This is an optimization exercise on Yosys and OpenROAD, whose aim is small area, a short achievable clock period and few clock cycles, not a production implementation.
Function was checked by simulation only, so behaviour that the tests miss may differ from the original.
No activity file was given, so power comes from the tool's default toggle rates.

==> flow/design.v <==
`timescale 1ns / 1ps
module checkfr_fsm(
    input  [31:0] num_in,
    output        res,
    output        inf,
    output [24:0] inc
    );
    wire [7:0]  e = num_in[30:23];
    wire [22:0] m = num_in[22:0];
    wire [4:0]  u = e[4:0];
    wire        ge150 = e[7] & ((e[6:5] != 2'b00) | (u >= 5'd22));
    wire [22:0] fmask;
    genvar i;
    generate
        for (i = 0; i < 23; i = i + 1) begin : g_mask
            if (i <= 21) begin : g_lo
                assign fmask[i] = ge150 | (u <= 5'd21 - i);
            end else begin : g_hi
                assign fmask[i] = ge150;
            end
        end
        for (i = 0; i < 25; i = i + 1) begin : g_inc
            assign inc[i] = (u == 5'd23 - i);
        end
    endgenerate
    assign res = num_in[31] | !e[7] | ((m & fmask) != 23'd0);
    assign inf = !(e[7:5] == 3'b100 && u <= 5'd23);
endmodule
`timescale 1ns / 1ps
module sum_align(
    input  [22:0] am, bm,
    input         e_gt, e_eq,
    input  [7:0]  ad,
    output        a_gt,
    output [22:0] mx_m,
    output [23:0] sh
    );
    wire        m_gt = am > bm;
    assign a_gt = e_gt | (e_eq & m_gt);
    wire [22:0] mn_e = e_gt ? bm : am;       
    wire [23:0] shd  = (ad >= 8'd24) ? 24'd0 : ({1'b1, mn_e} >> ad[4:0]);
    assign sh   = e_eq ? {1'b1, (m_gt ? bm : am)} : shd;
    assign mx_m = a_gt ? am : bm;
endmodule
module sum_fsm(
    input  [24:0] a,
    input  [23:0] b,
    input         sub,
    output [25:0] s
    );
    assign s = {1'b0, a} + ({2'b00, b} ^ {26{sub}}) + {25'd0, sub};
endmodule
`timescale 1ns / 1ps
module del_fsm(
    input  [24:0] r,
    input  [23:0] d,
    input  [25:0] t2,         
    output [24:0] r_nx,
    output [1:0]  q
    );
    wire [26:0] r2 = {1'b0, r, 1'b0};
    wire [26:0] t1 = r2 - {3'b000, d};
    wire [26:0] a  = {3'b000, d};
    wire [26:0] b  = {2'b00, d, 1'b0};
    wire [26:0] c  = ~r2;
    wire [26:0] cs = a ^ b ^ c;
    wire [26:0] cc = {((a & b) | (a & c) | (b & c)), 1'b0};
    wire [26:0] t3 = ~(cs + cc);
    wire        n1 = t1[26];
    wire        n2 = t2[25];
    wire        n3 = t3[26];
    assign q = !n3 ? 2'd3 : !n2 ? 2'd2 : !n1 ? 2'd1 : 2'd0;
    wire [23:0] sel = !n3 ? t3[23:0] : !n2 ? {t2[22:0], 1'b0} : !n1 ? t1[23:0] : r2[23:0];
    assign r_nx = {sel, 1'b0};
endmodule
`timescale 1ns / 1ps
module pow2_fsm(
    input  [23:0] m,
    input  [24:0] acc,
    input  [2:0]  tri_b,
    input         last,
    output [24:0] acc_nx
    );
    wire [26:0] a  = {2'b00, acc};
    wire [26:0] p0 = tri_b[0] ? {3'b000, m} : 27'd0;
    wire [26:0] p1 = tri_b[1] ? {2'b00, m, 1'b0} : 27'd0;
    wire [26:0] p2 = tri_b[2] ? {1'b0, m, 2'b00} : 27'd0;
    wire [26:0] s1 = a ^ p0 ^ p1;
    wire [26:0] c1 = {((a & p0) | (a & p1) | (p0 & p1)), 1'b0};
    wire [26:0] s2 = s1 ^ c1 ^ p2;
    wire [26:0] c2 = {((s1 & c1) | (s1 & p2) | (c1 & p2)), 1'b0};
    wire [26:0] s  = s2 + c2;
    assign acc_nx = last ? s[26:2] : {1'b0, s[26:3]};
endmodule
`timescale 1ns / 1ps
module fsm(
    input [15:0] dataIn,
    input R_I,
    input reset,
    input clk,
    output reg r_o,
    output reg [1:0] err,
    output [31:0] dataOut,
    output ready
    );
    localparam [2:0] W1 = 3'd0, W2 = 3'd1, W3 = 3'd2, W4 = 3'd3,
                     MD = 3'd4, S1 = 3'd5, S2 = 3'd6, NORM = 3'd7;
    reg [2:0]  state;
    reg        rdy;
    reg [31:0] reg_x;
    reg [31:0] reg_n;
    reg [24:0] cnt;         
    reg        last;        
    reg [4:0]  it;
    reg [24:0] acc;         
    reg [24:0] rem;         
    reg [23:0] quo;
    reg [7:0]  mx_e;        
    reg [7:0]  sqe;         
    reg [7:0]  ad;          
    reg        e_gt, e_eq;  
    reg        mx_s;
    reg        sub;
    wire take = rdy & R_I;
    wire md = (state == MD);
    wire        fr_err, fr_inf;
    wire [24:0] fr_inc;
    checkfr_fsm FR(.num_in({reg_n[31:16], dataIn}), .res(fr_err), .inf(), .inc());
    checkfr_fsm FC(.num_in(reg_n), .res(), .inf(fr_inf), .inc(fr_inc));
    wire [24:0] tgt = {1'b1, reg_n[22:0], 1'b0};
    wire [23:0] xm = {1'b1, reg_x[22:0]};
    wire [2:0]  tri_b = (it[2:0] == 3'd7) ? xm[23:21] : xm[{2'b00, it[2:0]} * 5'd3 +: 3];
    wire [24:0] acc_nx;
    pow2_fsm PW(.m(xm), .acc(acc), .tri_b(tri_b), .last(it[2:0] == 3'd7), .acc_nx(acc_nx));
    wire [25:0] as_s;
    sum_fsm SD(.a(rem), .b(md ? xm : acc[23:0]), .sub(md | sub), .s(as_s));
    wire [24:0] rem_nx;
    wire [1:0]  qb;
    del_fsm DL(.r(rem), .d(xm), .t2(as_s), .r_nx(rem_nx), .q(qb));
    wire [7:0]  xe   = reg_x[30:23];
    wire        f24  = xm >= 24'hB504F4;           
    wire [7:0]  sq_e = {xe[6:0], 1'b0} + 8'd129 + {7'd0, f24};
    wire [8:0]  dsq  = {1'b0, sqe} - {1'b0, mx_e};
    wire [8:0]  dqt  = {1'b0, mx_e} - {1'b0, sqe};
    wire [22:0] sq_m = acc[24] ? acc[23:1] : acc[22:0];
    wire [30:0] sq   = {sqe, sq_m};
    wire        over = xe[7] ? (reg_x[30:0] > sq) : (reg_x[30:0] < sq);
    wire        sqdom = e_gt & (ad >= 8'd24);
    wire [22:0] qt_m = quo[23] ? quo[22:0] : {quo[21:0], 1'b0};
    wire        al_agt;
    wire [22:0] al_m;
    wire [23:0] al_sh;
    sum_align SA(.am(sq_m), .bm(qt_m), .e_gt(e_gt), .e_eq(e_eq), .ad(ad),
                 .a_gt(al_agt), .mx_m(al_m), .sh(al_sh));
    wire [24:0] mant = as_s[24:0];
    wire [7:0]  e_up = mx_e + 8'd1;
    task automatic finish_elem;
        begin
            r_o <= 1'b1;
            acc <= 25'd0;
            rem <= {1'b0, 1'b1, reg_n[22:0]};
            it <= 5'd0;
            if (last) begin
                rdy <= 1'b1;
                state <= W1;
            end else
                state <= MD;
        end
    endtask
    always @(posedge clk) begin
        if (reset) begin
            state <= W1;
            rdy <= 1'b1;
            r_o <= 1'b0;
        end else begin
            r_o <= 1'b0;
            case (state)
                W1: if (take) begin
                    reg_x[31:16] <= dataIn;
                    state <= W2;
                end
                W2: if (take) begin
                    reg_x[15:0] <= dataIn;
                    if ({reg_x[31:16], dataIn} == 32'd0) begin
                        err <= 2'b11;
                        r_o <= 1'b1;
                        state <= W1;
                    end else
                        state <= W3;
                end
                W3: if (take) begin
                    reg_n[31:16] <= dataIn;
                    state <= W4;
                end
                W4: if (take) begin
                    reg_n[15:0] <= dataIn;
                    r_o <= 1'b1;
                    if (fr_err) begin
                        err <= 2'b10;
                        reg_x <= 32'd0;
                        state <= W1;
                    end else begin
                        err <= 2'b00;
                        rdy <= 1'b0;
                        acc <= 25'd0;
                        rem <= {1'b0, 1'b1, reg_n[22:16], dataIn};
                        it <= 5'd0;
                        cnt <= fr_inc;
                        state <= MD;
                    end
                end
                MD: begin
                    if (it[3:0] <= 4'd7) acc <= acc_nx;
                    rem <= rem_nx;
                    quo <= {quo[21:0], qb};
                    it <= it + 5'd1;
                    case (it[3:0])
                        4'd0: begin
                            cnt  <= cnt + fr_inc;
                            sqe  <= sq_e;
                            mx_e <= reg_n[30:23] - xe + 8'd126;
                            sub  <= reg_n[31] ^ reg_x[31];
                        end
                        4'd1: begin
                            mx_e <= mx_e + {7'd0, quo[1]};
                            last <= !fr_inf && (cnt == tgt);
                        end
                        4'd2: begin
                            e_gt <= dqt[8];
                            e_eq <= (dsq == 9'd0);
                            ad   <= dsq[8] ? dqt[7:0] : dsq[7:0];
                            mx_e <= dsq[8] ? mx_e : sqe;
                        end
                        4'd8: begin
                            if (over) begin
                                err <= 2'b01;
                                reg_x <= 32'd0;
                                r_o <= 1'b1;
                                rdy <= 1'b1;
                                state <= W1;
                            end else if (sqdom) begin
                                reg_x <= {1'b0, sq};
                                finish_elem;
                            end
                        end
                        4'd11: state <= S1;
                        default: ;
                    endcase
                end
                S1: begin
                    rem <= {2'b01, al_m};
                    acc[23:0] <= al_sh;
                    mx_s <= al_agt ? 1'b0 : sub;
                    state <= S2;
                end
                S2: begin
                    if (mant[24]) begin
                        reg_x <= {mx_s, e_up, mant[23:1]};
                        finish_elem;
                    end else if (mant[23]) begin
                        reg_x <= {mx_s, mx_e, mant[22:0]};
                        finish_elem;
                    end else begin
                        rem <= mant;
                        it <= 5'd0;
                        state <= NORM;
                    end
                end
                NORM: begin
                    if (rem[23] || it == 5'd23) begin
                        reg_x <= {mx_s, mx_e, rem[22:0]};
                        finish_elem;
                    end else begin
                        rem <= {rem[23:0], 1'b0};
                        mx_e <= mx_e - 8'd1;
                        it <= it + 5'd1;
                    end
                end
                default: begin
                    state <= W1;
                    rdy <= 1'b1;
                end
            endcase
        end
    end
    assign dataOut = reg_x;
    assign ready = rdy;
endmodule
==> flow/run.sh <==
#!/bin/bash
# synth_recipe.tcl (not shown) runs the flow's synth.tcl, then flattens the netlist and writes it again
# the make line also repeats each setting of config.mk as NAME=value (left out here)
make -C /OpenROAD-flow-scripts/flow DESIGN_CONFIG=/design/flow/config.mk WORK_HOME=/design/flow/orfs CLKGATE_MAP_FILE= SYNTH_SCRIPT=/design/flow/synth_recipe.tcl finish
==> flow/config.mk <==
export PLATFORM = sky130hd
export DESIGN_NAME = fsm
export DESIGN_NICKNAME = fsm
export VERILOG_FILES = /design/flow/design.v
export SDC_FILE = /design/flow/constraint.sdc
export NUM_CORES = 4
export LEC_CHECK = 0
export CAP_MARGIN = 20
export CORE_MARGIN = 2
export CORE_UTILIZATION = 40
export SETUP_SLACK_MARGIN = 5
export SLEW_MARGIN = 20
==> flow/constraint.sdc <==
create_clock -name core_clock -period 10.0 [get_ports {clk}]
set_input_delay 2.0000 -clock core_clock [delete_from_list [all_inputs] [get_ports {clk}]]
set_output_delay 2.0000 -clock core_clock [all_outputs]
set_load 0.01 [all_outputs]
==> run_results.csv, run 1 <==
group,metric,value,unit
sta,rsz0062_at_grt,"yes",
yosys,synthMuxAreaShare,7.00,%
global_routing,grt-ovfl-total,0,
flow_run,drv_cap,0,
route,ant_nets,0,
yosys,yosysSeqAreaShare,24.1,%
critical_path,cp_cell_sequence,"mux4_2 > mux2i_1 > nor2_2 > a21oi_4 > nor2_2 > fa_1 > fa_1 > ha_2 > fa_2 > a21o_1 > a21o_1 > a21oi_4 > o21bai_4 > a2111oi_4 > buf_4 > o31a_1 > nand2b_1 > a21oi_2 > xor2_2 > a221oi_2 > a22o_1",
global_routing,first_global_vias,23877,
yosys,yosys.area_share.simple,14.6,%
sta,hold_viol_final,0,
floorplan,die_area,65100,um^2
route,wl_per_cell,27.4,um
clock_tree,clock_sinks,204,
clock_tree,clockRootBuffer,"clkbuf_16",
critical_path,required,10330,ps
critical_path,slowest_delay,540,ps
floorplan,rows,92,
yosys,synthDistinctLibCells,80,
route,drt_wl_total,107000,um
min_path,hold_path.class,"register to register",
pwr,p_leak,12.1,nW
global_routing,grt_max_degree,49,
pwr,power.share.clock,43.9,%
critical_path,cpMaxStageDelayCell,"fa_1",
placed_design,pre_cts_ws,3700,ps
sta,setup_ws,4390,ps
clock_tree,htree_levels,1,
pwr,p_per_area,85.4,nW/um^2
floorplan,ios,55,
route,vias,25019,
global_routing,grtUsageMet3,8.05,%
critical_path,cp-end-kind,"register",
yosys,synth_compound_area_share,23.9,%
pwr,pwr-share-seq,38.1,%
sta,finalCritPeriodShare,56.1,%
sta,fin_crit,5610,ps
sta,skew,28.6,ps
yosys,syn_area,25200,um^2
clock_tree,clkLatencyLatePin,590,ps
yosys,synth_nets,3298,
clock_tree,cts_tree,"yes",
route,drtIter0Drc,3260,
floorplan,fp.dieW,255,um
min_path,worstHoldPathCells,0,
yosys,synthArstFlopShare,0,%
critical_path,cp-start-kind,"register",
route,post_drt_via_cell_ratio,6.39,
layout,area_growth,16.5,%
clock_tree,cts_inserted_buffers,27,
yosys,synth_edf_count,199,
placed_design,dp_hpwl,79200,um
pwr,switching_share,28.6,%
floorplan,initial_core_util,40.2,%
yosys,synth-seq-cells,204,
sta,tightest_slew,1110,ps
yosys,synthFlopType,"edfxtp_1",
yosys,synth_top_family_by_area,"compound AO/OA/AOI/OAI gates",
critical_path,crit_type,"register to register",
critical_path,cp_max_fo,5,
sta,slew_headroom,26.0,%
global_routing,grt_pass1_wl,155000,um
yosys,synth_warnings,1,
route,first_pass_iters,12,
placed_design,gp_congestion,1.02,
global_routing,grtUsageMet1,40.8,%
layout,post-route-util,46.8,%
floorplan,fp.coreArea,62700,um^2
floorplan,die_y,255,um
sta,finalSetupViolCount,0,
global_routing,antenna_found_initial,3,
layout,fin_nets,3385,
clock_tree,clockBufferDepth,3,
status,status,"complete, no violations",
yosys,synthCells,2963,
sta,setup_tns,0,ps
critical_path,critPathTopFamily,"compound AO/OA/AOI/OAI gates",
global_routing,grtUsageMet2,50.9,%
yosys,synth-xor-area-share,6.63,%
critical_path,r2r_cells,21,
sta,fmax,0.178,GHz
pwr,p_int,1.79,mW
yosys,synthAdderAreaFrac,17.9,%
critical_path,path_depth,21,
pwr,power.net_switching,0.717,mW
route,drcViolationCount,0,
sta,report.final.slew_viol_count,0,
pwr,comb_power_share,18.0,%
global_routing,busiest_layer,"met2",
layout,drive_above_1_share,13.3,%
critical_path,crit_buf_inv,1,
critical_path,worstPathArrival,5950,ps
yosys,post_synth.cell_area_avg,8.51,um^2
clock_tree,clkTransAtPathRegs,60,ps
placed_design,numPortBuffers,54,
global_routing,track_usage,32.0,%
pwr,vdd_drop_max,131,uV
per-stage QoR:
stage               hold WS, ps  instances  area [um^2]  power, mW
floorplan                   440       2963        25500       1.23
global placement            456       3760        26900       1.36
detailed placement          460       3760        26900       1.36
CTS                         469       3864        28700       2.48
global route                480       3915        29400       2.58
finish                      469       3917        29400       2.51
power by group through the flow:
stage / sequential (mW) / combinational (mW) / clock [mW]
2_1_floorplan: 0.967 / 0.258 / 0
3_3_place_gp: 0.981 / 0.376 / 0
3_5_place_dp: 0.981 / 0.381 / 0
4_1_cts: 0.956 / 0.419 / 1.10
5_1_grt: 0.956 / 0.485 / 1.14
6_report: 0.957 / 0.451 / 1.10
metal layers:
layer  wire length [um]  share of wire (%)  up-vias
met3              11400                 11      352
met2              47300                 44     1482
met4               6080                5.7        2
li1                   -                  -    11104
met5                137               0.13        -
met1              42200                 39    12079
cell families after synthesis:
kind of cell / after synthesis
mux: 146
compound gates: 925
flops: 204
fa+ha+maj: 316
buf+inv: 376
simple gates: 805
xor+xnor: 191
path summary, 6_finish.rpt:
path                   from  endpoint  slack (ps)
setup / recovery  reg_x[21]   acc[22]        4390
hold / removal      quo[19]   quo[21]         470
setup reg to reg  reg_x[21]   acc[22]        4390
hold reg to reg     quo[19]   quo[21]         470
sequential cells by signal (all words and copies together), names as in the netlist:
signal / cells
reg_x: 32
it: 5
mx_e: 8
e_gt: 1
cnt: 25
reg_n: 32
acc: 25
rem: 25
sqe: 8
rdy: 1
quo: 24
ad: 8
mx_s: 1
sub: 1
r_o: 1
e_eq: 1
err: 2
state: 3
last: 1
cell type report:
cell class	count	area (um^2)
multi-input cells	2386	18500
repair buffers	213	1930
clock inverters	15	250
flip-flops and latches	204	6080
diodes	2	5.00
fillers	6026	33400
inverters	218	830
well taps	846	1060
clock buffers	33	728
cells in the mapped netlist (24+ instances only):
cell type | count | area [um^2]
a31oi_1 | 32 | 200
ha_1 | 240 | 3000
clkbuf_1 | 127 | 477
nor3_1 | 46 | 230
a211oi_1 | 47 | 353
mux2_2 | 43 | 484
nor2_1 | 289 | 1080
o211ai_1 | 39 | 293
o22ai_1 | 41 | 257
and2_1 | 27 | 169
a222oi_1 | 32 | 320
a21o_1 | 75 | 563
o21ai_0 | 198 | 991
nand2b_1 | 28 | 175
xor2_1 | 100 | 876
edfxtp_1 | 199 | 5980
nand3_1 | 54 | 270
inv_1 | 214 | 803
a21oi_1 | 247 | 1240
mux2i_1 | 83 | 831
nand4_1 | 24 | 150
fa_1 | 76 | 1520
xnor2_1 | 91 | 797
nor2b_1 | 26 | 163
o21a_1 | 24 | 180
nand2_1 | 222 | 833
worst reg2reg max path, cell delays in order, from the launching register on:
cell and delay (ps):
edfxtp_1 530, mux4_2 510, mux2i_1 180, nor2_2 80, a21oi_4 230, nor2_2 80, fa_1 540, fa_1 430
ha_2 200, fa_2 350, a21o_1 190, a21o_1 200, a21oi_4 170, o21bai_4 100, a2111oi_4 280, buf_4 200
o31a_1 270, nand2b_1 110, a21oi_2 180, xor2_2 210, a221oi_2 80, a22o_1 240
cells in the final DEF (no fill, tap or decap), types with 32 or more instances in the layout:
cell type,n
nor2_1,277
a21oi_1,232
ha_1,230
nand2_1,218
inv_1,210
edfxtp_1,199
o21ai_0,181
buf_4,135
xor2_1,96
xnor2_1,86
mux2i_1,82
a21o_1,75
fa_1,70
nand3_1,53
clkdlybuf4s50_1,50
mux2_2,42
nor3_1,41
a211oi_1,40
o22ai_1,40
o211ai_1,39
a222oi_1,32
timing repair:
item	in CTS	in global routing
endpoints found under the setup margin	196	105
setup buffers	51	48
gates cloned	5	3
pin swaps	32	56
gates resized for setup	74	75
hold buffers	0	0
Testbench counts, summed over its fixed seeds: cycles 17,123.
==> run 2: changes to the inputs <==
--- a/flow/config.mk
+++ b/flow/config.mk
@@ -7,2 +7,3 @@
 export LEC_CHECK = 0
+export ABC_AREA = 1
 export CAP_MARGIN = 20
==> run_results.csv, run 2 <==
group,metric,value,unit
status,status,"complete, no violations",
pwr,vdd_drop_max,127,uV
layout,final_cell_mix,"nand2_1 (1077), inv_1 (506), nor2_1 (410), nand3_1 (305), o21ai_0 (282)",
clock_tree,htree_levels,1,
layout,top_regs,"reg_n: 32 flops, reg_x: 32 flops",
critical_path,crit_type,"register to register",
route,drcViolationCount,0,
route,wl_per_cell,23.3,um
sta,slew_headroom,30.7,%
floorplan,die_area,70500,um^2
pwr,p_per_area,113,nW/um^2
pwr,p_leak,13.9,nW
yosys,synth_area_leader_cell,"edfxtp_1",
critical_path,required,10310,ps
clock_tree,clkLatencyLatePin,570,ps
route,drt_wl_total,118000,um
critical_path,cpMostUsedCell,"a21oi_1",
placed_design,numPortBuffers,54,
clock_tree,clockBufferDepth,3,
global_routing,grt_max_degree,58,
floorplan,fp.coreArea,67400,um^2
yosys,synthFlopType,"edfxtp_1",
yosys,post_synth.cell_area_avg,6.59,um^2
clock_tree,clkTransAtPathRegs,60,ps
layout,mostFrequentLayoutCell,"nand2_1",
sta,hold_viol_final,0,
clock_tree,clock_sinks,204,
yosys,synth-seq-cells,204,
sta,fmax,0.203,GHz
yosys,ys_top_cells_by_area,"edfxtp_1 (22%), nand2_1 (15%), ha_1 (11%)",
flow_run,drv_cap,0,
layout,drive_above_1_share,6.42,%
clock_tree,cts_inserted_buffers,24,
critical_path,worstReg2RegStart,"reg_x[16]",
layout,area_growth,11.5,%
yosys,synthDistinctLibCells,56,
yosys,netlist_top_cells_count,"nand2_1 (1083), inv_1 (524), nor2_1 (421), nand3_1 (309), o21ai_0 (296)",
critical_path,cp-start-kind,"register",
sta,finalSetupViolCount,0,
floorplan,ios,55,
critical_path,cp-end-kind,"register",
route,post_drt_via_cell_ratio,5.87,
yosys,syn_area,27400,um^2
yosys,yosysSeqAreaShare,22.2,%
global_routing,antenna_found_initial,2,
global_routing,first_global_vias,27166,
clock_tree,cts_hold_buf,0,
placed_design,dp_hpwl,92700,um
critical_path,startpoint,"reg_x[16]",
sta,skew,27.5,ps
yosys,synth_edf_count,199,
layout,fin_nets,4520,
critical_path,cpMaxStageDelayCell,"edfxtp_1",
yosys,synth_nets,4486,
clock_tree,cts_tree,"yes",
sta,finalCritPeriodShare,49.3,%
placed_design,dpl_cell_area,28700,um^2
sta,fin_crit,4930,ps
yosys,synth_warnings,1,
critical_path,cp_cell_sequence,"clkinvlp_4 > a21oi_1 > o21ai_0 > nand3_1 > nand3_1 > nand2_4 > buf_12 > clkinvlp_4 > buf_4 > nor2_1 > fa_1 > fa_1 > ha_1 > nand2_1 > inv_1 > a21oi_1 > nand2_2 > a21oi_1 > xor2_1 > o211ai_1 > o211ai_1 > nand2_1",
route,drtIter0Drc,3781,
yosys,synthArstFlopShare,0,%
floorplan,initial_core_util,40.6,%
yosys,synth_most_common_cell,"nand2_1",
critical_path,worstPathArrival,5240,ps
critical_path,slowest_delay,570,ps
layout,finalInstanceArea,30500,um^2
sta,rsz0062_at_grt,"yes",
yosys,synthCells,4151,
sta,setup_tns,0,ps
min_path,min_from,"quo[20]",
floorplan,die_y,266,um
layout,post-route-util,45.3,%
min_path,hold_path.class,"register to register",
critical_path,cp_max_fo,4,
clock_tree,clockRootBuffer,"clkbuf_16",
route,first_pass_iters,8,
yosys,yosys.area.top_type_share,21.8,%
sta,report.final.slew_viol_count,0,
global_routing,grt_pass1_wl,172000,um
critical_path,r2r_setup_slack,5070,ps
global_routing,grt-ovfl-total,0,
critical_path,critPathTopFamily,"adder cells",
critical_path,crit_buf_inv,5,
sta,tightest_slew,1030,ps
floorplan,rows,95,
global_routing,track_usage,32.5,%
route,ant_nets,0,
placed_design,gp_congestion,1.02,
route,vias,29787,
floorplan,fp.dieW,266,um
## run 2: cell types whose count changed after synthesis, moves of 40 or more
cell,change
mux2_2,-43
nor2_1,+132
a21o_1,-66
o21ai_0,+98
inv_1,+310
mux2i_1,-79
nand4_1,+64
nand2_1,+861
nand3_1,+255
a211oi_1,-40
## run 2: logic make-up after synthesis
kind of cell | after synthesis | synth area share, %
AO/OA/AOI/OAI | 783 | 16.1
XOR/XNOR | 115 | 3.68
adder cells (fa/ha/maj) | 316 | 16.5
buffers and inverters | 682 | 9.66
flip-flops | 204 | 22.2
multiplexers | 4 | 0.146
AND/OR/NAND/NOR | 2047 | 31.6
## run 2: path summary, 6_finish.rpt
path                  end  depth (start not counted)
setup reg to reg  acc[14]                         22
hold reg to reg   quo[22]                          0
hold / removal    quo[22]                          0
setup / recovery  acc[14]                         22
## run 2: final cells by class
type | count | area [um^2]
sequential | 204 | 6080
timing repair inverter | 3 | 20.0
timing repair buffer | 150 | 1340
clock inverter | 14 | 168
multi-input combinational | 3265 | 19100
clock buffer | 30 | 643
fill | 7122 | 36900
inverter | 537 | 2080
antenna | 1 | 2.50
tap | 873 | 1090
## run 2: what timing repair did
item                                    4_1_cts  5_1_grt
cloned                                        2        1
setup buffers                                28       34
endpoints found under the setup margin      147      114
pin swaps                                     1       11
resized for setup                            33       82
## run 2: where the power goes
part | internal, mW | leakage (nW) | switching (mW)
clock network | 0.537 | 0.394 | 0.402
logic | 0.513 | 11.6 | 0.979
registers | 0.965 | 1.86 | 0.0600
total | 2.02 | 13.9 | 1.44
## run 2: per-layer routing
metal | up-vias | part of all wire (%) | global-route usage, %
met5 | - | 0 | 0
met2 | 1662 | 42 | 48.2
met3 | 239 | 11 | 6.19
li1 | 13953 | - | -
met4 | 0 | 4.9 | 13.9
met1 | 13933 | 42 | 45.9
## run 2: through the flow
| step | hold slack [ps] | std cells | power (mW) | worst slack, ps |
|---|---|---|---|---|
| after floorplan | 426 | 4151 | 1.91 | 5180 |
| after global placement | 437 | 4967 | 2.36 | 3790 |
| after detailed placement | 434 | 4967 | 2.35 | 3690 |
| after CTS | 457 | 5041 | 3.32 | 5080 |
| after global routing | 471 | 5076 | 3.63 | 4900 |
| final | 453 | 5077 | 3.46 | 5070 |
==> run 3: changes to the inputs <==
--- a/flow/design.v
+++ b/flow/design.v
@@ -105,7 +105,7 @@
     );
-    localparam [2:0] W1 = 3'd0, W2 = 3'd1, W3 = 3'd2, W4 = 3'd3,
-                     MD = 3'd4, S1 = 3'd5, S2 = 3'd6, NORM = 3'd7;
-    reg [2:0]  state;
+    localparam [3:0] W1 = 4'd0, W2 = 4'd1, W3 = 4'd2, W4 = 4'd3, MD = 4'd4,
+                     S1 = 4'd5, S2 = 4'd6, NORM = 4'd7, ERRN = 4'd8;
+    reg [3:0]  state;
     reg        rdy;
-    reg [31:0] reg_x;
+    reg [31:0] reg_x;       
     reg [31:0] reg_n;
@@ -114,2 +114,4 @@
     reg [4:0]  it;
+    reg        first;       
+    reg [2:0]  tri_r;       
     reg [24:0] acc;         
@@ -117,2 +119,4 @@
     reg [23:0] quo;
+    reg        asub;        
+    reg        bmd;         
     reg [7:0]  mx_e;        
@@ -121,2 +125,5 @@
     reg        e_gt, e_eq;  
+    reg        ovr;         
+    reg        amb;         
+    reg        ovf;         
     reg        mx_s;
@@ -124,3 +131,2 @@
     wire take = rdy & R_I;
-    wire md = (state == MD);
     wire        fr_err, fr_inf;
@@ -131,3 +137,15 @@
     wire [23:0] xm = {1'b1, reg_x[22:0]};
-    wire [2:0]  tri_b = (it[2:0] == 3'd7) ? xm[23:21] : xm[{2'b00, it[2:0]} * 5'd3 +: 3];
+    wire [2:0]  tri_b = first ? xm[2:0] : tri_r;
+    reg  [2:0]  tri_nx;
+    always @(*) begin
+        case (it[2:0])
+            3'd0: tri_nx = xm[5:3];
+            3'd1: tri_nx = xm[8:6];
+            3'd2: tri_nx = xm[11:9];
+            3'd3: tri_nx = xm[14:12];
+            3'd4: tri_nx = xm[17:15];
+            3'd5: tri_nx = xm[20:18];
+            default: tri_nx = xm[23:21];
+        endcase
+    end
     wire [24:0] acc_nx;
@@ -135,3 +153,3 @@
     wire [25:0] as_s;
-    sum_fsm SD(.a(rem), .b(md ? xm : acc[23:0]), .sub(md | sub), .s(as_s));
+    sum_fsm SD(.a(rem), .b({reg_x[23] | bmd, reg_x[22:0]}), .sub(asub), .s(as_s));
     wire [24:0] rem_nx;
@@ -156,5 +174,4 @@
     wire [7:0]  e_up = mx_e + 8'd1;
-    task automatic finish_elem;
+    task automatic next_elem;
         begin
-            r_o <= 1'b1;
             acc <= 25'd0;
@@ -162,2 +179,10 @@
             it <= 5'd0;
+            first <= 1'b1;
+            asub <= 1'b1;
+            bmd <= 1'b1;
+        end
+    endtask
+    task automatic present;
+        begin
+            r_o <= 1'b1;
             if (last) begin
@@ -196,16 +221,21 @@
                     reg_n[15:0] <= dataIn;
+                    rdy <= 1'b0;
+                    err <= 2'b00;
+                    cnt <= fr_inc;
+                    last <= 1'b0;
+                    acc <= 25'd0;
+                    rem <= {1'b0, 1'b1, reg_n[22:16], dataIn};
+                    it <= 5'd0;
+                    first <= 1'b1;
+                    asub <= 1'b1;
+                    bmd <= 1'b1;
+                    r_o <= !fr_err;
+                    state <= fr_err ? ERRN : MD;
+                end
+                ERRN: begin
+                    err <= 2'b10;
+                    reg_x <= 32'd0;
                     r_o <= 1'b1;
-                    if (fr_err) begin
-                        err <= 2'b10;
-                        reg_x <= 32'd0;
-                        state <= W1;
-                    end else begin
-                        err <= 2'b00;
-                        rdy <= 1'b0;
-                        acc <= 25'd0;
-                        rem <= {1'b0, 1'b1, reg_n[22:16], dataIn};
-                        it <= 5'd0;
-                        cnt <= fr_inc;
-                        state <= MD;
-                    end
+                    rdy <= 1'b1;
+                    state <= W1;
                 end
@@ -215,2 +245,4 @@
                     quo <= {quo[21:0], qb};
+                    tri_r <= tri_nx;
+                    first <= 1'b0;
                     it <= it + 5'd1;
@@ -226,2 +258,4 @@
                             last <= !fr_inf && (cnt == tgt);
+                            amb  <= (xe == sqe);
+                            ovr  <= xe[7] ? (xe > sqe) : (xe < sqe);
                         end
@@ -234,3 +268,4 @@
                         4'd8: begin
-                            if (over) begin
+                            ovf <= over;
+                            if (ovr) begin
                                 err <= 2'b01;
@@ -240,5 +275,6 @@
                                 state <= W1;
-                            end else if (sqdom) begin
+                            end else if (!amb && sqdom) begin
                                 reg_x <= {1'b0, sq};
-                                finish_elem;
+                                next_elem;
+                                present;
                             end
@@ -250,28 +286,35 @@
                 S1: begin
-                    rem <= {2'b01, al_m};
-                    acc[23:0] <= al_sh;
-                    mx_s <= al_agt ? 1'b0 : sub;
-                    state <= S2;
+                    if (amb && ovf) begin
+                        err <= 2'b01;
+                        reg_x <= 32'd0;
+                        r_o <= 1'b1;
+                        rdy <= 1'b1;
+                        state <= W1;
+                    end else if (amb && sqdom) begin
+                        reg_x <= {1'b0, sq};
+                        next_elem;
+                        present;
+                    end else begin
+                        rem <= {2'b01, al_m};
+                        reg_x[23:0] <= al_sh;
+                        mx_s <= al_agt ? 1'b0 : sub;
+                        asub <= sub;
+                        bmd <= 1'b0;
+                        state <= S2;
+                    end
                 end
                 S2: begin
-                    if (mant[24]) begin
-                        reg_x <= {mx_s, e_up, mant[23:1]};
-                        finish_elem;
-                    end else if (mant[23]) begin
-                        reg_x <= {mx_s, mx_e, mant[22:0]};
-                        finish_elem;
-                    end else begin
-                        rem <= mant;
-                        it <= 5'd0;
+                    reg_x <= {mx_s, (mant[24] ? e_up : mx_e), (mant[24] ? mant[23:1] : mant[22:0])};
+                    next_elem;
+                    if (mant[24] || mant[23])
+                        present;
+                    else
                         state <= NORM;
-                    end
                 end
                 NORM: begin
-                    if (rem[23] || it == 5'd23) begin
-                        reg_x <= {mx_s, mx_e, rem[22:0]};
-                        finish_elem;
-                    end else begin
-                        rem <= {rem[23:0], 1'b0};
-                        mx_e <= mx_e - 8'd1;
-                        it <= it + 5'd1;
+                    reg_x[30:0] <= {reg_x[30:23] - 8'd1, reg_x[21:0], 1'b0};
+                    it <= it + 5'd1;
+                    if (reg_x[22] || it == 5'd22) begin
+                        it <= 5'd0;
+                        present;
                     end
--- a/flow/config.mk
+++ b/flow/config.mk
@@ -7,3 +7,2 @@
 export LEC_CHECK = 0
-export ABC_AREA = 1
 export CAP_MARGIN = 20
==> run_results.csv, run 3 <==
group,metric,value,unit
status,status,"complete, no violations",
pwr,p_per_area,139,nW/um^2
route,vias,23985,
sta,hold_viol_final,0,
floorplan,fp.coreArea,61800,um^2
layout,mostFrequentLayoutCell,"nor2_1",
clock_tree,clock_sinks,214,
clock_tree,clkTransAtPathRegs,70,ps
global_routing,first_global_vias,22646,
sta,report.final.slew_viol_count,0,
pwr,p_int,2.31,mW
pwr,switching_share,40.4,%
critical_path,cp_max_fo,25,
critical_path,cp-end-kind,"register",
global_routing,grt-ovfl-total,0,
global_routing,antenna_found_initial,1,
yosys,post_synth.cell_area_avg,8.69,um^2
sta,finalSetupViolCount,0,
yosys,synthCells,2888,
route,drcViolationCount,0,
critical_path,worst_r2r_endpoint,"rem[5]",
yosys,synth_area_leader_cell,"edfxtp_1",
yosys,netlist_top_cells_count,"nor2_1 (284), ha_1 (244), a21oi_1 (223), nand2_1 (217), inv_1 (209)",
floorplan,die_area,64800,um^2
sta,setup_tns,0,ps
clock_tree,clockRootBuffer,"clkbuf_16",
placed_design,gp_congestion,1.04,
layout,area_growth,11.4,%
sta,tightest_slew,1110,ps
route,first_pass_iters,10,
yosys,synth_most_common_cell,"nor2_1",
route,ant_nets,0,
placed_design,numPortBuffers,54,
critical_path,cp-start-kind,"register",
clock_tree,clockBufferDepth,3,
yosys,synth_edf_count,208,
layout,top_regs,"reg_n: 32 flops, reg_x: 32 flops",
critical_path,r2r_setup_slack,5130,ps
layout,drive_above_1_share,8.54,%
sta,rsz0062_at_grt,"yes",
floorplan,ios,55,
pwr,p_leak,11.4,nW
yosys,synthDistinctLibCells,85,
flow_run,drv_cap,0,
floorplan,fp.dieW,254,um
sta,slew_headroom,25.9,%
placed_design,dp_hpwl,75700,um
yosys,syn_area,25100,um^2
route,drtIter0Drc,3234,
floorplan,rows,91,
pwr,pwr-share-seq,28.3,%
yosys,yosys.area.top_type_share,24.9,%
critical_path,worstReg2RegStart,"quo[23]",
yosys,synthArstFlopShare,0,%
layout,fin_cells,3775,
layout,fin_nets,3256,
yosys,yosysSeqAreaShare,25.4,%
pwr,power.share.clock,27.3,%
floorplan,die_y,254,um
yosys,synth_nets,3227,
pwr,power.net_switching,1.57,mW
layout,fillers,6090,
sta,fin_crit,4870,ps
global_routing,grt_max_degree,41,
placed_design,dpl.cell_count,3694,
clock_tree,cts_inserted_buffers,29,
layout,n_antenna_cell,0,
floorplan,initial_core_util,40.6,%
layout,final_cell_mix,"nor2_1 (280), ha_1 (241), a21oi_1 (218), nand2_1 (216), edfxtp_1 (208)",
global_routing,track_usage,29.8,%
yosys,synthFlopType,"edfxtp_1",
route,post_drt_via_cell_ratio,6.35,
pwr,vdd_drop_max,143,uV
critical_path,startpoint,"quo[23]",
yosys,synth_warnings,1,
layout,finalInstanceArea,28000,um^2
sta,setup_ws,5130,ps
min_path,hold_path.class,"register to register",
sta,skew,20.0,ps
clock_tree,clkLatencyLatePin,600,ps
route,wl_per_cell,26.1,um
yosys,synth-seq-cells,214,
clock_tree,htree_levels,1,
pwr,finalPower,3.88,mW
critical_path,crit_type,"register to register",
sta,finalCritPeriodShare,48.7,%
clock_tree,cts_tree,"yes",
critical_path,required,10320,ps
global_routing,grt_pass1_wl,145000,um
placed_design,pre_cts_ws,4180,ps
placed_design,dpl_cell_area,26600,um^2
critical_path,r2r_cells,13,
sta,fmax,0.205,GHz
critical_path,worstPathArrival,5190,ps
yosys,ys_top_cells_by_area,"edfxtp_1 (25%), ha_1 (12%), fa_1 (6.1%)",
pwr,comb_power_share,44.3,%
route,drt_wl_total,98500,um
critical_path,endpoint,"rem[5]",
run 3: cell count changes in the layout (fill, tap and decap cells not counted), sizes merged, moves of 33 or more:
cell / change
nand4: -55
nor2: -140
o21ai: -108
a211oi: +33
mux2i: +110
nand2b: +40
a21o: +54
a21oi: -64
nand3: -252
mux2: +41
nand2: -874
xnor2: +51
inv: -306
run 3: layout make-up:
type	count	area [um^2]	share of cell area, %
repair buffers	133	1160	4.16
inverters	211	796	2.84
multi-input cells	2328	17700	63.2
well taps	837	1050	3.74
clock buffers	35	748	2.67
flip-flops and latches	214	6370	22.8
clock inverters	17	180	0.644
run 3: worst min path at each step:
stage | slack [ps] | cells after the start | start | end
finish | 480 | 0 | quo[19] | quo[21]
global route | 490 | 0 | quo[19] | quo[21]
CTS | 460 | 0 | quo[19] | quo[21]
detailed placement | 460 | 0 | quo[9] | quo[11]
global placement | 460 | 0 | quo[20] | quo[22]
floorplan | 440 | 0 | quo[9] | quo[11]
run 3: kinds of logic after synthesis:
kind of cell | share of synthesized area, %
mux | 7.57
buf+inv | 5.41
simple gates | 14.5
fa+ha+maj | 18.2
flops | 25.4
xor+xnor | 6.60
compound gates | 22.3
run 3: per-stage QoR:
| step | utilization [%] | hold slack [ps] |
|---|---|---|
| 2_1_floorplan | - | 440 |
| 5_1_grt | 45.2 | 492 |
| 4_1_cts | 44.7 | 462 |
| 3_5_place_dp | 43.0 | 462 |
| 3_3_place_gp | 43.0 | 461 |
| 6_report | 45.2 | 484 |
run 3: critical path: stages (launching register included):
cell and delay [ps]:
edfxtp_1 320, buf_4 360, mux2i_1 690, ha_1 220
nand4_1 220, nor4_4 410, nand4_1 220, o21a_1 170
a31oi_2 140, buf_4 310, o21ba_4 400, mux2i_1 240
a222oi_1 680, nand4_1 170
run 3: timing repair:
action / in CTS / in global routing
gates cloned: 1 / 2
setup endpoints to repair: 38 / 33
pin swaps: 4 / 9
buffers inserted: 8 / 18
resized for setup: 17 / 33
hold buffers: 0 / 0
run 3: power by group through the flow:
stage          clock network (mW)  registers (mW)  logic (mW)
6_report                     1.06            1.10        1.72
5_1_grt                      1.09            1.10        1.86
4_1_cts                      1.07            1.10        1.63
3_5_place_dp                    0            1.12        1.59
3_3_place_gp                    0            1.11        1.58
2_1_floorplan                   0            1.09        1.12
run 3: routing by layer:
| metal | global-route usage [%] | vias up | wire, um |
|---|---|---|---|
| met5 | 0 | - | 0 |
| met2 | 46.2 | 1368 | 43000 |
| met1 | 40.8 | 11677 | 41000 |
| li1 | - | 10678 | - |
| met3 | 5.01 | 262 | 9660 |
| met4 | 12.6 | 0 | 4840 |
Testbench counts of run 3, summed over its fixed seeds: cycles 17,148.
==> run 4: changes to the inputs <==
--- a/flow/config.mk
+++ b/flow/config.mk
@@ -7,2 +7,3 @@
 export LEC_CHECK = 0
+export ABC_AREA = 1
 export CAP_MARGIN = 20
==> run_results.csv, run 4 <==
group,metric,value,unit
floorplan,die_area,70500,um^2
pwr,p_per_area,99.7,nW/um^2
yosys,yosysSeqAreaShare,23.3,%
critical_path,r2r_setup_slack,5240,ps
layout,final_cell_mix,"nand2_1 (1031), inv_1 (518), nor2_1 (380), nand3_1 (338), a21oi_1 (255)",
pwr,p_leak,13.8,nW
yosys,yosys.area_share.simple,31.5,%
global_routing,first_global_vias,26579,
yosys,synthAdderAreaFrac,16.7,%
clock_tree,clockRootBuffer,"clkbuf_16",
floorplan,fp.coreArea,67500,um^2
yosys,syn_area,27400,um^2
flow_run,drv_cap,0,
sta,finalSetupViolCount,0,
yosys,ys_top_cells_by_area,"edfxtp_1 (23%), nand2_1 (14%), ha_1 (11%)",
global_routing,grt-ovfl-total,0,
route,post_drt_via_cell_ratio,5.78,
sta,setup_tns,0,ps
sta,fmax,0.210,GHz
critical_path,crit_type,"register to register",
placed_design,dp_hpwl,89000,um
yosys,synth_most_common_cell,"nand2_1",
global_routing,track_usage,31.6,%
floorplan,rows,95,
yosys,synthFlopType,"edfxtp_1",
layout,seqCellArea,6370,um^2
layout,top_regs,"reg_n: 32 flops, reg_x: 32 flops",
critical_path,cp_max_fo,26,
placed_design,gp_congestion,1.05,
yosys,synthCells,4016,
sta,tightest_slew,1270,ps
layout,mostFrequentLayoutCell,"nand2_1",
yosys,synthMuxAreaShare,0.0731,%
layout,fin_nets,4368,
yosys,synth_top_family_by_area,"simple AND/OR/NAND/NOR gates",
sta,slew_headroom,13.9,%
critical_path,worstPathArrival,5090,ps
critical_path,cp_cell_sequence,"inv_1 > fa_1 > inv_1 > ha_1 > a21oi_1 > o21ai_0 > a21oi_1 > nand3_2 > nand2_1 > nand3_2 > o21ai_0 > inv_1 > a21oi_1 > nor2_1",
status,status,"complete, no violations",
min_path,hold_path.class,"register to register",
floorplan,initial_core_util,40.5,%
critical_path,cp-end-kind,"register",
clock_tree,clkTransAtPathRegs,60,ps
route,vias,28493,
global_routing,grt_max_degree,44,
yosys,synthArstFlopShare,0,%
yosys,synth_compound_area_share,15.0,%
sta,skew,50.6,ps
placed_design,dpl_cell_area,28700,um^2
sta,rsz0062_at_grt,"no",
critical_path,slowest_delay,880,ps
route,drtIter0Drc,3522,
layout,drive_above_1_share,5.43,%
yosys,synth_nets,4355,
clock_tree,cts_hold_buf,0,
layout,multi_input_area,18400,um^2
yosys,post_synth.cell_area_avg,6.82,um^2
yosys,synthDistinctLibCells,72,
floorplan,fp.dieW,266,um
layout,area_growth,8.83,%
route,drt_wl_total,113000,um
clock_tree,htree_levels,1,
sta,setup_ws,5240,ps
floorplan,ios,55,
route,drcViolationCount,0,
layout,fillers,7163,
clock_tree,cts_inserted_buffers,28,
clock_tree,cts_tree,"yes",
yosys,synth_warnings,1,
yosys,synth-seq-cells,214,
sta,finalCritPeriodShare,47.6,%
pwr,vdd_drop_max,135,uV
yosys,synth_area_leader_cell,"edfxtp_1",
yosys,synth-xor-area-share,3.65,%
sta,hold_viol_final,0,
clock_tree,clockBufferDepth,3,
placed_design,pre_cts_ws,4860,ps
yosys,netlist_top_cells_count,"nand2_1 (1032), inv_1 (520), nor2_1 (383), nand3_1 (338), a21oi_1 (259)",
route,ant_nets,0,
yosys,synth_edf_count,208,
critical_path,cp-start-kind,"register",
layout,finalInstanceArea,29800,um^2
critical_path,cpMaxStageDelayCell,"edfxtp_1",
clock_tree,clock_sinks,214,
sta,timing.hold.ws,458,ps
global_routing,antenna_found_initial,3,
route,first_pass_iters,7,
sta,report.final.slew_viol_count,0,
floorplan,die_y,266,um
yosys,yosys.area.top_type_share,22.8,%
sta,fin_crit,4760,ps
clock_tree,clkLatencyLatePin,620,ps
global_routing,grt_pass1_wl,168000,um
placed_design,numPortBuffers,54,
route,wl_per_cell,22.9,um
critical_path,required,10330,ps
## run 4: cell count changes in the layout (fill, tap and decap cells not counted), moves of 43 or more
cell / delta
o21ai_1: +43
mux2i_1: -96
xnor2_1: -65
nand3_1: +280
a21o_1: -53
inv_1: +313
nor2_1: +100
nand2_1: +815
## run 4: cell families after synthesis
logic type,after synthesis
muxes,2
and+or+nand+nor,1992
adders and majority gates,320
AOI/OAI and AO/OA,713
xor gates and xnor gates,114
buffers and inverters,661
DFF,214
## run 4: final timing paths
path	depth (start not counted)	to	startpoint
setup reg to reg	14	rem[9]	reg_x[16]
setup / recovery	14	rem[9]	reg_x[16]
hold / removal	0	quo[6]	quo[4]
hold reg to reg	0	quo[6]	quo[4]
## run 4: power by group
part           total, mW  internal [mW]  switching [mW]
clock               1.13          0.672           0.459
sequential          1.03          0.997          0.0312
combinational      0.812          0.272           0.539
total               2.97           1.94            1.03
## run 4: routing by layer
layer  GRT usage [%]  routed length [um]
met2            48.8               48800
met1            43.9               48400
met4            11.6                4900
met3            5.76               10800
met5               0                   0
## run 4: final cells by class
class                      instances  share of cell area, %
clock buffer                      32                   2.40
sequential                       214                   21.4
clock inverter                    20                  0.962
timing repair buffer              96                   2.87
inverter                         547                   6.96
timing repair inverter             1                 0.0252
antenna                            3                 0.0252
tap                              873                   3.67
multi-input combinational       3141                   61.7
## run 4: what timing repair did
item,4_1_cts,5_1_grt
endpoints found under the setup margin,14,33
buffers inserted,1,0
gates resized for setup,5,5
gates cloned,1,0
## run 4: per-stage QoR
step / instances / power (mW) / util, %
6_report: 4927 / 2.97 / 44.1
5_1_grt: 4924 / 3.09 / 44.1
4_1_cts: 4924 / 2.95 / 44.1
3_5_place_dp: 4870 / 1.83 / 42.5
3_3_place_gp: 4870 / 1.83 / 42.5
2_1_floorplan: 4016 / 1.58 / -
## run 4: critical path, delay by kind of cell, from the launching register on
| family | cells | cell delay (ps) |
|---|---|---|
| compound gates | 5 | 1120 |
| buf+inv | 3 | 720 |
| flops | 1 | 880 |
| fa+ha+maj | 2 | 980 |
| simple gates | 4 | 790 |

[separate check: timing with driven ports]
In the flow no input, the clock included, has a driving cell. The finished layouts below were timed again as built, in two steps.
Step 1 (the two cells are an assumption about what drives the block):
set clk [get_ports {clk}]
set_driving_cell -lib_cell sky130_fd_sc_hd__clkbuf_16 $clk
set_driving_cell -lib_cell sky130_fd_sc_hd__buf_2 [delete_from_list [all_inputs] $clk]
Step 2 adds t to the input delays and takes it off the output delays; t is the mean of the earliest and latest rising clock arrival at the registers after step 1. Input paths then give back, and output paths get back, about the clock's delay inside the block.
a / b / c = ideal / step 1 / step 2; a / b = the first two.
run	shift t [ns]	slack for setup (ns)	slew at the worst register clock pin (ns)	cell pins on the clock port's net
run 1	0.637	4.386 / 4.386 / 4.386	0.07 / 0.07	1
run 2	0.611	5.074 / 5.074 / 4.650	0.07 / 0.07	1
run 3	0.653	5.130 / 5.130 / 5.068	0.07 / 0.07	1
run 4	0.663	5.242 / 5.242 / 4.936	0.07 / 0.07	1
After both steps every run listed still meets setup and hold. The setup slack of run 2, which loses most, moves by 0.000 ns with the drivers and by -0.424 ns with both steps.
